This is an optimization exercise on Yosys and OpenROAD, whose aim is small area, not a production implementation. Function was checked by simulation only, so behaviour that the tests miss may differ from the original.

==> flow/design.v, too long to show whole: its modules and the start of the top module <==
// module fa_c: 4 lines
// module ha_c: 4 lines
// module core: 3105 lines
module core(
            i_clk,
            i_rst,
            i_data,
            i_valid,
            o_data,
            o_valid
            );
  // ...
==> flow/flow/run.sh <==
#!/bin/bash
# Own layout flow: the standard synthesis, its glue logic mapped again by
# ABC (flow/untie.py, flow/remap.ys), then the standard layout with a
# clock tree built without dummy loads.  Each tool's output goes to a log
# file in the work folder.
set -euo pipefail
W=$PWD
R=$W/orfs/results/${FLOW_PLATFORM:-sky130hd}/core/base
LIB=$FLOW_HOME/platforms/sky130hd/lib/sky130_fd_sc_hd__tt_025C_1v80.lib
YOSYS=$FLOW_HOME/../tools/install/yosys/bin/yosys
[[ -x $YOSYS ]] || YOSYS=yosys

bash standard.sh synth > log_1_synth.txt 2>&1

cp "$R/1_2_yosys.v" std_synth.v
python3 flow/untie.py std_synth.v std_untied.v 2> log_2_untie.txt
sed -e "s#@LIB@#$LIB#g" -e "s#@FLOW@#$W/flow#g" flow/remap.ys > remap.ys
"$YOSYS" -s remap.ys > log_2_remap.txt 2>&1
cp remapped.v "$R/1_2_yosys.v"
rm -f "$R/1_synth.odb" "$R/1_synth.sdc"

bash standard.sh \
  "CTS_ARGS=-sink_clustering_enable -repair_clock_nets -dont_use_dummy_load -sink_clustering_size 30 -sink_clustering_max_diameter 70" \
  finish > log_3_layout.txt 2>&1
==> flow/flow/abc.constr <==
set_driving_cell sky130_fd_sc_hd__buf_1
set_load 5
==> flow/flow/abc.script <==
strash
&get -n
&fraig -x
&put
scorr
dc2
dretime
strash
&get -n
&dch -f
&nf
&put
buffer -c
upsize -c
dnsize -c
==> flow/flow/remap.ys <==
# Re-maps the glue logic of the standard synthesis netlist (std_untied.v, the
# standard netlist with its tied full adders opened up by untie.py) with ABC.
# Registers, full adders and tie cells are
# kept as they are (same instances and names); everything else is flattened
# to logic and mapped again.  Writes the netlist to remapped.v.
read_liberty -ignore_miss_func @LIB@
read_verilog std_untied.v
hierarchy -top core
setattr -mod -set keep_hierarchy 1 sky130_fd_sc_hd__*df* sky130_fd_sc_hd__*dl* sky130_fd_sc_hd__fa_* sky130_fd_sc_hd__conb_*
flatten
techmap
opt -fast
opt_clean -purge
abc -script @FLOW@/abc.script -constr @FLOW@/abc.constr -D 25000 -liberty @LIB@ -dont_use sky130_fd_sc_hd__probe_p_8 -dont_use sky130_fd_sc_hd__probec_p_8 -dont_use sky130_fd_sc_hd__lpflow_bleeder_1 -dont_use sky130_fd_sc_hd__lpflow_clkbufkapwr_1 -dont_use sky130_fd_sc_hd__lpflow_clkbufkapwr_16 -dont_use sky130_fd_sc_hd__lpflow_clkbufkapwr_2 -dont_use sky130_fd_sc_hd__lpflow_clkbufkapwr_4 -dont_use sky130_fd_sc_hd__lpflow_clkbufkapwr_8 -dont_use sky130_fd_sc_hd__lpflow_clkinvkapwr_1 -dont_use sky130_fd_sc_hd__lpflow_clkinvkapwr_16 -dont_use sky130_fd_sc_hd__lpflow_clkinvkapwr_2 -dont_use sky130_fd_sc_hd__lpflow_clkinvkapwr_4 -dont_use sky130_fd_sc_hd__lpflow_clkinvkapwr_8 -dont_use sky130_fd_sc_hd__lpflow_decapkapwr_12 -dont_use sky130_fd_sc_hd__lpflow_decapkapwr_3 -dont_use sky130_fd_sc_hd__lpflow_decapkapwr_4 -dont_use sky130_fd_sc_hd__lpflow_decapkapwr_6 -dont_use sky130_fd_sc_hd__lpflow_decapkapwr_8 -dont_use sky130_fd_sc_hd__lpflow_inputiso0n_1 -dont_use sky130_fd_sc_hd__lpflow_inputiso0p_1 -dont_use sky130_fd_sc_hd__lpflow_inputiso1n_1 -dont_use sky130_fd_sc_hd__lpflow_inputiso1p_1 -dont_use sky130_fd_sc_hd__lpflow_inputisolatch_1 -dont_use sky130_fd_sc_hd__lpflow_isobufsrc_1 -dont_use sky130_fd_sc_hd__lpflow_isobufsrc_16 -dont_use sky130_fd_sc_hd__lpflow_isobufsrc_2 -dont_use sky130_fd_sc_hd__lpflow_isobufsrc_4 -dont_use sky130_fd_sc_hd__lpflow_isobufsrc_8 -dont_use sky130_fd_sc_hd__lpflow_isobufsrckapwr_16 -dont_use sky130_fd_sc_hd__lpflow_lsbuf_lh_hl_isowell_tap_1 -dont_use sky130_fd_sc_hd__lpflow_lsbuf_lh_hl_isowell_tap_2 -dont_use sky130_fd_sc_hd__lpflow_lsbuf_lh_hl_isowell_tap_4 -dont_use sky130_fd_sc_hd__lpflow_lsbuf_lh_isowell_4 -dont_use sky130_fd_sc_hd__lpflow_lsbuf_lh_isowell_tap_1 -dont_use sky130_fd_sc_hd__lpflow_lsbuf_lh_isowell_tap_2 -dont_use sky130_fd_sc_hd__lpflow_lsbuf_lh_isowell_tap_4 
opt_clean -purge
hilomap -singleton -hicell sky130_fd_sc_hd__conb_1 HI -locell sky130_fd_sc_hd__conb_1 LO
select core
write_verilog -noattr -noexpr -nohex -nodec -selected remapped.v
==> flow/flow/untie.py <==
#!/usr/bin/env python3
"""Replaces each full adder cell with an input tied to 1 by a tie cell by the
two gates it computes (x + y + 1: sum ~(x^y), carry x|y), and drops the tie
cell, so that ABC maps them in the remap step.  usage: untie.py IN OUT"""
import re, sys
txt = open(sys.argv[1]).read()
cell_re = re.compile(r'^\s*(sky130_fd_sc_hd__\w+)\s+(\S+)\s*\((.*?)\);\n', re.S | re.M)
pin_re = re.compile(r'\.(\w+)\(\s*([^()]*?)\s*\)')
cells = [(m, m.group(1), dict(pin_re.findall(m.group(3)))) for m in cell_re.finditer(txt)]
hi = {}
for m, t, p in cells:
    if t == 'sky130_fd_sc_hd__conb_1' and 'HI' in p and 'LO' not in p:
        hi[p['HI']] = m
uses = {}
for m, t, p in cells:
    for k, v in p.items():
        if v in hi and t != 'sky130_fd_sc_hd__conb_1':
            uses.setdefault(v, []).append((m, t, k))
edits = []
n = 0
for net, lst in uses.items():
    done = 0
    for m, t, k in lst:
        if t != 'sky130_fd_sc_hd__fa_1': continue
        p = dict(pin_re.findall(m.group(3)))
        xs = [p[x] for x in ('A', 'B', 'CIN') if x != k]
        if any(x in hi for x in xs): continue
        rep = (f"  assign {p['SUM']} = ~( {xs[0]} ^ {xs[1]} ) ;\n"
               f"  assign {p['COUT']} = {xs[0]} | {xs[1]} ;\n")
        edits.append((m.start(), m.end(), rep))
        done += 1
    n += done
    if done == len(lst):
        hm = hi[net]
        edits.append((hm.start(), hm.end(), ""))
for s, e, r in sorted(edits, reverse=True):
    txt = txt[:s] + r + txt[e:]
open(sys.argv[2], 'w').write(txt)
print(f"untied {n} full adders", file=sys.stderr)
==> flow/standard.sh <==
#!/bin/bash
# synth_recipe.tcl (not shown) runs the flow's synth.tcl, then flattens the netlist and writes it again
# the make line also repeats each setting of config.mk as NAME=value (left out here)
make -C /OpenROAD-flow-scripts/flow DESIGN_CONFIG=/design/flow/config.mk WORK_HOME=/design/flow/orfs CLKGATE_MAP_FILE= SYNTH_SCRIPT=/design/flow/synth_recipe.tcl "${@:-finish}"
==> flow/config.mk <==
export PLATFORM = sky130hd
export DESIGN_NAME = core
export DESIGN_NICKNAME = core
export VERILOG_FILES = /design/flow/design.v
export SDC_FILE = /design/flow/constraint.sdc
export NUM_CORES = 4
export LEC_CHECK = 0
export ABC_AREA = 1
export CAP_MARGIN = 20
export CORE_MARGIN = 2
export CORE_UTILIZATION = 40
export SLEW_MARGIN = 20
export SYNTH_HIERARCHICAL = 1
export SYNTH_MINIMUM_KEEP_SIZE = 0
==> flow/constraint.sdc <==
create_clock -name core_clock -period 25.0 [get_ports {i_clk}]
set_input_delay 5.0000 -clock core_clock [delete_from_list [all_inputs] [get_ports {i_clk}]]
set_output_delay 5.0000 -clock core_clock [all_outputs]
set_load 0.01 [all_outputs]
==> impl_metrics.toml, run 1 <==
[finish]
clockBufferCount = 43
dominant_cells = "multi-input gates"
area_added_between_synthesis_and_finish_pct = 6.140
final_non_filler_cell_total = 5616
seq_cells = 811
most_frequent_cells_in_the_layout = "nand2_1, fa_1, edfxtp_1, dfxtp_1, nor2_1"
most_common_cell_after_layout_fill_and_taps_aside = "nand2_1"
multi_input_area_share_pct = 51.33
multi_input_cells = 2971
final_layout_size_suffix_gt1_share_pct = 8.045

[global_route]
grtUsageMet2_pct = 32.66
grt_first_pass_wirelength_um = 208400

[drt]
vias_per_cell = 5.610
met2_length_um = 61330

[sta]
clock.fmax_mhz = 60.56
worst_slew_margin_rel_pct = 23.43
tightestPinTransition_ns = 1.149

[clock_tree]
tritoncts_buffer_count = 43
post_cts.repair.setup_buffers = 0
cts_num_sinks = 811
clk_pin_slew_worst_paths_ns = 0.10
tritoncts = "done"
clockBufferDepth = 3

[hold_path]
timing.hold.worst.start = "kr[27][2]"

[die]
num_io_pins = 28

[outcome]
status = "finished clean"

[place]
detailedPlace.worstSlack_ns = 8.075

[worst_setup_path]
setup.worst_path.end_class = "flip-flop"
timing.critical_path.mode_cell = "fa_1"
worstPathMaxFanout = 22
timing.critical_path.slowest_stage_cell = "nand2_1"
setup.worst_path.class = "in -> reg"

[yosys]
postSynthAreaPerCell_um2 = 12.38
==> run 2: changes to the inputs <==
--- a/flow/design.v
+++ b/flow/design.v
@@ -46,17 +46,17 @@
 reg  [7:0] kr [0:7][0:8];
 reg  [7:0] s0w [0:8];
 reg  [21:0] nP00, nP10, nP01, nP11;
 reg  [20:0] nQ00, nQ01;
 reg  [19:0] nQ10, nQ11;
 integer i, s;
 wire acc       = (state == image_in) && i_valid;
 wire px2       = (x_image != 0) || x_axis[1];
-wire qen       = px2 && (x_image != layer);   
+wire qen       = px2 && (x_image != layer) && (layer != 1);   
 wire [1:0] ky0 = y_axis;                
 wire [1:0] ky1 = y_axis - 2'd1;         
 wire en0       = acc && (y_axis != 2'd3);
 wire en1       = acc && (y_axis != 2'd0);
 wire [7:0] ga0 = i_data[15:8] & {8{en0}};
 wire [7:0] gb0 = i_data[ 7:0] & {8{en0}};
 wire [7:0] ga1 = i_data[15:8] & {8{en1}};
 wire [7:0] gb1 = i_data[ 7:0] & {8{en1}};
@@ -3058,32 +3058,35 @@
         end
     end
     else
     begin
         for (i = 0; i < 9; i = i + 1)
             kr[0][i] <= s0w[i];
     end
 end
+wire p_acc = (state == image_in) || ((state == mul_plse) && !tile_end);
+wire q_clr = (state == idle) || (state == linear) || tile_end;
 always @(posedge i_clk)
 begin
-    if (state == idle || state == linear)
+    if (p_acc)
     begin
-        nP00 <= {22{1'b1}}; nP10 <= {22{1'b1}}; nP01 <= {22{1'b1}}; nP11 <= {22{1'b1}};
-        nQ00 <= {21{1'b1}}; nQ01 <= {21{1'b1}}; nQ10 <= {20{1'b1}}; nQ11 <= {20{1'b1}};
+        nP00 <= n770; nP10 <= n820; nP01 <= n1682; nP11 <= n1732;
     end
-    else if (tile_end)
+    else
     begin
         nP00 <= {nQ00[20], nQ00};      nP01 <= {nQ01[20], nQ01};
         nP10 <= {{2{nQ10[19]}}, nQ10}; nP11 <= {{2{nQ11[19]}}, nQ11};
+    end
+    if (q_clr)
+    begin
         nQ00 <= {21{1'b1}}; nQ01 <= {21{1'b1}}; nQ10 <= {20{1'b1}}; nQ11 <= {20{1'b1}};
     end
     else
     begin
-        nP00 <= n770; nP10 <= n820; nP01 <= n1682; nP11 <= n1732;
         nQ00 <= n867; nQ10 <= n912; nQ01 <= n1779; nQ11 <= n1824;
     end
 end
 always@(posedge i_clk or negedge i_rst)
 begin
     if (!i_rst)
     begin
         o_valid_r     <= 0;
==> flow/flow/run.sh (replaced) <==
#!/bin/bash
# Own layout flow: the standard synthesis, its glue logic mapped again by
# ABC (flow/untie.py, flow/remap.ys), then the standard layout with a
# clock tree built without dummy loads and the smallest buffer on each port.  Each tool's output goes to a log
# file in the work folder.
set -euo pipefail
W=$PWD
R=$W/orfs/results/${FLOW_PLATFORM:-sky130hd}/core/base
LIB=$FLOW_HOME/platforms/sky130hd/lib/sky130_fd_sc_hd__tt_025C_1v80.lib
YOSYS=$FLOW_HOME/../tools/install/yosys/bin/yosys
[[ -x $YOSYS ]] || YOSYS=yosys

bash standard.sh synth > log_1_synth.txt 2>&1

cp "$R/1_2_yosys.v" std_synth.v
python3 flow/untie.py std_synth.v std_untied.v 2> log_2_untie.txt
sed -e "s#@LIB@#$LIB#g" -e "s#@FLOW@#$W/flow#g" flow/remap.ys > remap.ys
"$YOSYS" -s remap.ys > log_2_remap.txt 2>&1
cp remapped.v "$R/1_2_yosys.v"
rm -f "$R/1_synth.odb" "$R/1_synth.sdc"

bash standard.sh \
  "CTS_ARGS=-sink_clustering_enable -repair_clock_nets -dont_use_dummy_load -sink_clustering_size 30 -sink_clustering_max_diameter 70" \
  "BUFFER_PORTS_ARGS=-buffer_cell sky130_fd_sc_hd__buf_1" \
  finish > log_3_layout.txt 2>&1
==> run 2 against run 1 <==
First-iteration DRC count fell by 7.2%. Cell area fell by 0.23%. Synthesized cell count fell by 0.59%. Non-clock buffer count rose by 7. Clock skew rose by 0.041 ns. Sequential share of layout area rose by 0.095 points. Via count fell by 2.5%. Worst setup slack improved by 0.15 ns. Critical path type unchanged.
==> impl_metrics.toml, run 2 <==
[die]
die_width_um = 358.4
placement_rows = 130
core_region_area_mm2 = 0.1251
dieHeight_um = 358.4
num_io_pins = 28
starting_utilization_of_the_core_area_pct = 40.18
die_area_mm2 = 0.1285

[drt]
vias_per_cell = 5.462
detail_route.wirelength.met1_um = 56790
route.detailed.drc = 0
detail_route.first_pass.iterations = 7
drt_iter0_drc = 3230
met3RoutedLength_um = 12560
met2_length_um = 59140
ant_nets = 0
topRoutingLayerUsed = "met5"
drt-wirelength-per-cell_um = 24.14
postRouteWirelength_um = 135800
via_count = 30720

[yosys]
postSynthAreaPerCell_um2 = 12.42
ys.warnings.count = 9
mappedNetlistNets = 4850
synthCells = 4047
syn_area_mm2 = 0.05025

[hold_path]
hold_path.class = "reg -> reg"

[global_route]
antenna_found_initial = 13
grt_util_all_layers_pct = 21.46
grt_pass1_vias = 31440
grt_max_degree = 192
grt_first_pass_wirelength_um = 204300
grt_overflow = 0

[clock_tree]
cts_htree_levels = 2
cts_root_buf = "clkbuf_16"
post_cts.repair.setup_buffers = 0
worst_skew_pair.late_latency_ns = 0.66
cts_num_sinks = 811
clockBufferDepth = 3
tritoncts_buffer_count = 46
cts_repair_resize_count = 0
clk_pin_slew_worst_paths_ns = 0.10
tritoncts = "done"
ctsHoldBuffers = 0

[worst_setup_path]
arrival_ns = 16.82
timing.critical_path.mode_cell = "fa_1"
setup.worst_path.class = "in -> reg"
setup.worst_path.start_class = "primary input"
setup.worst_path.end_class = "flip-flop"
setup_slack_reg_to_reg_ns = 11.94
timing.critical_path.slowest_stage_cell = "and2_1"
cp.required_ns = 25.45
critPathMaxStageDelay_ns = 0.70
worstPathMaxFanout = 32

[sta]
final.min_clock_period_ns = 16.36
layout_worst_path_cycle_share_pct = 65.46
slew_violations = 0
timing.setup.tns_ns = 0
hold_violations = 0
worst_slew_margin_rel_pct = 26.55
clock.fmax_mhz = 61.11
rsz0062_at_grt = "no"
clock_skew_ns = 0.1112
final_number_of_setup_violating_endpoints = 0
tightestPinTransition_ns = 1.102

[finish]
final_layout_size_suffix_gt1_share_pct = 8.466
num-fill-cells = 11530
area_added_between_synthesis_and_finish_pct = 6.185
register_with_the_most_flip_flops = "kr"
most_common_cell_after_layout_fill_and_taps_aside = "nand2_1"
nets = 4774
most_frequent_cells_in_the_layout = "nand2_1, fa_1, edfxtp_1, nor2_1, dfxtp_1"
seq_area_mm2 = 0.02189
multiInputGateArea_mm2 = 0.02735
largest_register_ffs = 576
design_area_mm2 = 0.05336

[place]
dp_hpwl_um = 100600
placedInstanceArea_mm2 = 0.05220
gpl.final_weighted_congestion = 0.9424
port_buffers = 27

[outcome]
status = "finished clean"

[run]
drv_cap = 0
## run 2: critical path, delay by kind of cell
family | cells | cell delay [ns]
simple gates | 6 | 1.69
compound gates | 2 | 0.16
xor+xnor | 2 | 0.33
fa+ha+maj | 21 | 8.93
buf+inv | 2 | 0.68
## run 2: per-stage QoR
step                util [%]  std cells  setup slack (ns)  hold WS, ns
finish                 42.66       5624             8.636       0.3800
global route           42.65       5620             8.130       0.3823
CTS                    42.65       5619             8.789       0.3782
detailed placement     41.73       5573             8.158       0.4045
global placement       41.73       5573             8.294       0.4002
floorplan                  -       4047             8.371       0.4003
## run 2: area by class of cell
class | count | share of cell area (%)
multi-input cells | 2962 | 51.25
flip-flops and latches | 811 | 41.02
well taps | 1650 | 3.869
clock buffers | 46 | 2.157
repair buffers | 110 | 1.381
inverters | 40 | 0.2954
diodes | 5 | 0.02345
## run 2: worst paths after layout
kind | start | to | depth (start not counted)
max in group asynchronous | i_rst | state[2] | 1
hold / removal | kr[43][2] | kr[52][2] | 0
setup / recovery | i_valid | nP01[21] | 33
min in group asynchronous | i_rst | layer[2] | 1
setup reg to reg | y_axis[1] | nP11[21] | 34
hold reg to reg | kr[43][2] | kr[52][2] | 0
## run 2: metal layers
| layer | up-vias | GRT usage [%] |
|---|---|---|
| met2 | 1347 | 31.49 |
| met3 | 331 | 5.122 |
| met4 | 16 | 9.657 |
| met5 | - | 0 |
| met1 | 15840 | 30.33 |
| li1 | 13180 | - |

afterwards: timing with drivers on the ports:
No port has a modelled driver above. Below, the same layouts with a new extraction and two added sets of constraints.
Step 1 assumes that a clkbuf_16 drives the clock port and a buf_2 every other input.
Step 2 also shifts input and output timing later by t, the mid clock arrival at the registers, as if the neighbouring blocks saw the same clock.
Three values: ideal, step 1, step 2; two values: the first two.
run	t (ns)	slack for setup (ns)	worst hold slack (ns)	clock arrival spread, ns	worst slew at a driven data input, ns
run 1	0.690	8.488 / 8.510 / 7.820	0.356 / 0.356 / 0.356	0.070 / 0.070	0.16
run 2	0.678	8.636 / 8.637 / 7.959	0.380 / 0.380 / 0.380	0.115 / 0.115	0.17
After both steps every run listed still meets setup and hold. For run 2, which loses most, drivers alone change the setup slack by +0.001 ns; drivers and shift together by -0.677 ns.
